What follows belongs to an exercise in optimizing a design on an open flow for small area; a production flow would make more cautious choices. Where RTL was checked, it was by simulation tests only, not by an equivalence proof against the original. No activity file was given, so power comes from the tool's default toggle rates.

Setup of wip/violet:
Design kcpsm6, start of the top module:
module kcpsm6 (address, instruction, bram_enable, in_port, out_port, port_id, write_strobe, k_write_strobe, read_strobe, interrupt, interrupt_ack, sleep, reset, clk) ;
parameter [7:0] 	hwbuild = 8'h00 ;
parameter [11:0] 	interrupt_vector = 12'h3FF ;
parameter integer scratch_pad_memory_size = 64 ;   
output [11:0]	address ;
input	 [17:0]    	instruction ;
output		bram_enable ;
input	 [7:0]	in_port ;
output [7:0]	out_port ;
output [7:0]	port_id ;
output		write_strobe ;
output		k_write_strobe ;
output		read_strobe ;
input			interrupt ;
output		interrupt_ack ;
input			sleep ;
input			reset ;
input			clk ;
function lut_bit(input [63:0] init, input [5:0] idx);
  lut_bit = init[idx];
endfunction
wire	[2:1]		t_state_value ;
wire	[2:1]		t_state ;
wire 			run_value ;
wire              run ;
wire  		internal_reset_value ;
wire 			internal_reset ;
wire 			sync_sleep ;
wire 			int_enable_type ;
wire 			interrupt_enable_value ;
wire			interrupt_enable ;
wire			sync_interrupt ;
wire 			active_interrupt_value ;
wire 			active_interrupt ;
wire	[2:0]		arith_logical_sel ;
wire			arith_carry_in ;
wire			arith_carry_value ;
wire			arith_carry ;
wire 	[7:0]		half_arith_logical ;
wire 	[7:0]		logical_carry_mask ;
wire 	[7:0]		carry_arith_logical ;
wire 	[7:0]		arith_logical_value ;
wire 	[7:0]		arith_logical_result ;
wire 	[7:0]		shift_rotate_value ;
wire 	[7:0]		shift_rotate_result ;
wire			shift_in_bit ;
wire 	[7:0]		alu_result ;
wire 	[1:0]		alu_mux_sel_value ;
wire 	[1:0]		alu_mux_sel ;
wire			strobe_type ;
wire 			write_strobe_value ;
wire 			k_write_strobe_value ;
wire			read_strobe_value ;
wire			flag_enable_type ;
wire			flag_enable_value ;
wire			flag_enable ; 
wire			lower_parity ;
wire			lower_parity_sel ;
wire			carry_lower_parity ;
wire 			upper_parity ;
wire			parity ;
wire			shift_carry_value ;
wire			shift_carry ;
wire			carry_flag_value ;
wire			carry_flag ;
wire 			use_zero_flag_value ;
wire			use_zero_flag ;
wire 			drive_carry_in_zero ;
wire          	carry_in_zero ;
wire             	lower_zero ;
  ...
==> flow/config.mk <==
export PLATFORM = sky130hd
export DESIGN_NAME = kcpsm6
export DESIGN_NICKNAME = kcpsm6
export VERILOG_FILES = /design/flow/design.v
export SDC_FILE = /design/flow/constraint.sdc
export NUM_CORES = 4
export LEC_CHECK = 0
export CAP_MARGIN = 20
export CORE_MARGIN = 2
export CORE_UTILIZATION = 70
export CTS_BUF_LIST = sky130_fd_sc_hd__clkbuf_16
export CTS_CLUSTER_DIAMETER = 80
export CTS_CLUSTER_SIZE = 30
export PLACE_DENSITY = 0.85
export SLEW_MARGIN = 20
export SYNTH_HIERARCHICAL = 1
export SYNTH_MINIMUM_KEEP_SIZE = 0
==> flow/constraint.sdc <==
create_clock -name core_clock -period 9.0 [get_ports {clk}]
set_input_delay 1.8000 -clock core_clock [delete_from_list [all_inputs] [get_ports {clk}]]
set_output_delay 1.8000 -clock core_clock [all_outputs]
set_load 0.01 [all_outputs]
run.sh (not shown) runs the stock make flow with config.mk's settings and CLKGATE_MAP_FILE= SYNTH_SCRIPT=/design/flow/synth_recipe.tcl, a recipe that flattens the netlist after the stock synthesis.
Changes in wip/xenon relative to wip/violet:
-- flow/design.v --
<<< wip/violet, line 24
endmodule
module dec #(parameter AW = 5, parameter W = 1)
  (input [AW-1:0] a, input we, output [(1<<AW)-1:0] y, output [(W ? (1<<AW) : 1)-1:0] w,
   output [(1<<AW)-1:0] y2, output [(W ? (1<<AW) : 1)-1:0] w2);
  localparam LA = AW / 2, NA = 1 << LA, NB = 1 << (AW - LA);
  wire [NA-1:0] pa_n, paw_n;
>>> wip/xenon, line 24
endmodule
module dec #(parameter AW = 5, parameter W = 1)
  (input [AW-1:0] a, input we, output [(1<<AW)-1:0] y, output [(W ? (1<<AW) : 1)-1:0] w);
  localparam LA = AW / 2, NA = 1 << LA, NB = 1 << (AW - LA);
  wire [NA-1:0] pa_n, paw_n;
<<< wip/violet, line 40
    if (!W) begin : nw
      assign w = 1'b0;
      assign w2 = 1'b0;
    end
    for (i = 0; i < (1<<AW); i = i + 1) begin : d
      nor2g ur (.a(pa_n[i%NA]), .b(pb_n[i/NA]), .y(y[i]));
      nor2g ur2 (.a(pa_n[i%NA]), .b(pb_n[i/NA]), .y(y2[i]));
      if (W) begin : wr
        nor2g uw (.a(paw_n[i%NA]), .b(pb_n[i/NA]), .y(w[i]));
        nor2g uw2 (.a(paw_n[i%NA]), .b(pb_n[i/NA]), .y(w2[i]));
      end
    end
>>> wip/xenon, line 39
    if (!W) begin : nw
      assign w = 1'b0;
    end
    for (i = 0; i < (1<<AW); i = i + 1) begin : d
      nor2g ur (.a(pa_n[i%NA]), .b(pb_n[i/NA]), .y(y[i]));
      if (W) begin : wr
        nor2g uw (.a(paw_n[i%NA]), .b(pb_n[i/NA]), .y(w[i]));
      end
    end
<<< wip/violet, line 362
wire [14:0] stack_rd ;
wire [31:0] sp_wr ;
wire [31:0] sp_sel2 ;
wire [31:0] sp_wr2 ;
dec #(.AW(5), .W(1)) sp_dec (.a(stack_pointer[4:0]), .we(t_state[1]), .y(sp_sel), .w(sp_wr), .y2(sp_sel2), .w2(sp_wr2)) ;
reg [14:0] stack_mem [0:30] ;
generate
for (i = 0 ; i < 31 ; i = i+1) begin : stack_word
  always @(posedge clk) if (sp_wr[i]) stack_mem[i][7:0] <= stack_wd[7:0] ;
  always @(posedge clk) if (sp_wr2[i]) stack_mem[i][14:8] <= stack_wd[14:8] ;
end
for (j = 0 ; j < 15 ; j = j+1) begin : stack_bit_rd
>>> wip/xenon, line 358
wire [14:0] stack_rd ;
wire [31:0] sp_wr ;
dec #(.AW(5), .W(1)) sp_dec (.a(stack_pointer[4:0]), .we(t_state[1]), .y(sp_sel), .w(sp_wr)) ;
reg [14:0] stack_mem [0:30] ;
generate
for (i = 0 ; i < 31 ; i = i+1) begin : stack_word
  always @(posedge clk) if (sp_wr[i]) stack_mem[i] <= stack_wd ;
end
for (j = 0 ; j < 15 ; j = j+1) begin : stack_bit_rd
<<< wip/violet, line 376
    assign col[i] = stack_mem[i][j] ;
  end
  rdmux #(.N(31)) u (.s(j < 8 ? sp_sel[30:0] : sp_sel2[30:0]), .d(col), .y(stack_rd[j])) ;
end
endgenerate
>>> wip/xenon, line 369
    assign col[i] = stack_mem[i][j] ;
  end
  rdmux #(.N(31)) u (.s(sp_sel[30:0]), .d(col), .y(stack_rd[j])) ;
end
endgenerate
<<< wip/violet, line 452
wire [63:0] spm_sel ;
wire [63:0] spm_wr ;
dec #(.AW(6), .W(1)) spm_dec (.a(sy_or_kk[5:0]), .we(spm_enable), .y(spm_sel), .w(spm_wr), .y2(), .w2()) ;
reg [7:0] spm_mem [0:63] ;
generate
>>> wip/xenon, line 445
wire [63:0] spm_sel ;
wire [63:0] spm_wr ;
dec #(.AW(6), .W(1)) spm_dec (.a(sy_or_kk[5:0]), .we(spm_enable), .y(spm_sel), .w(spm_wr)) ;
reg [7:0] spm_mem [0:63] ;
generate
<<< wip/violet, line 469
wire [31:0] sy_sel ;
wire [31:0] sx_wr ;
dec #(.AW(5), .W(1)) sx_dec (.a(sx_addr), .we(register_enable), .y(sx_sel), .w(sx_wr), .y2(), .w2()) ;
wire sy_unused ;
dec #(.AW(5), .W(0)) sy_dec (.a(sy_addr), .we(1'b0), .y(sy_sel), .w(sy_unused), .y2(), .w2()) ;
reg [7:0] reg_mem [0:31] ;
generate
>>> wip/xenon, line 462
wire [31:0] sy_sel ;
wire [31:0] sx_wr ;
dec #(.AW(5), .W(1)) sx_dec (.a(sx_addr), .we(register_enable), .y(sx_sel), .w(sx_wr)) ;
wire sy_unused ;
dec #(.AW(5), .W(0)) sy_dec (.a(sy_addr), .we(1'b0), .y(sy_sel), .w(sy_unused)) ;
reg [7:0] reg_mem [0:31] ;
generate
On wip/xenon: number of placed instances, taps included is 1.2% lower than what wip/violet gave.
wip/xenon against wip/violet: effective utilization at floorplan now larger, power per cell area held.
wip/xenon: number of signal-net buffers in the layout higher than wip/violet
Looking only at met2 layer usage reported by global route, and setting everything else aside, the lower value of wip/xenon and wip/violet goes to wip/violet.
wip/xenon and wip/violet ended up with nearly the same area after synthesis.
No functional check of the RTL was part of wip/violet.

static timing again, ports no longer ideal:
In the flow no input, the clock included, has a driving cell. The finished layouts below were timed again as built, in two steps.
Step 1 (the two cells are an assumption about what drives the block):
set clk [get_ports {clk}]
set_driving_cell -lib_cell sky130_fd_sc_hd__clkbuf_16 $clk
set_driving_cell -lib_cell sky130_fd_sc_hd__buf_2 [delete_from_list [all_inputs] $clk]
Step 2 moves the port delays by t, midway between the first and last clock arrival at a register: inputs arrive t later, outputs are due t later. That takes back most of the time a late clock gives input paths.
a / b / c = ideal ports / drivers / drivers and shift; a / b = the first two.
| run | t, ns | setup slack, ns | worst register clock-pin slew, ns | worst slew at a driven data input, ns |
|---|---|---|---|---|
| wip/violet | 0.704 | 1.166 / 1.141 / 0.734 | 0.12 / 0.12 | 0.14 |
| wip/xenon | 0.726 | 1.121 / 1.098 / 0.960 | 0.12 / 0.12 | 0.13 |
After both steps every run listed still meets setup and hold. For wip/violet, which loses most, drivers alone change the setup slack by -0.025 ns; drivers and shift together by -0.432 ns.
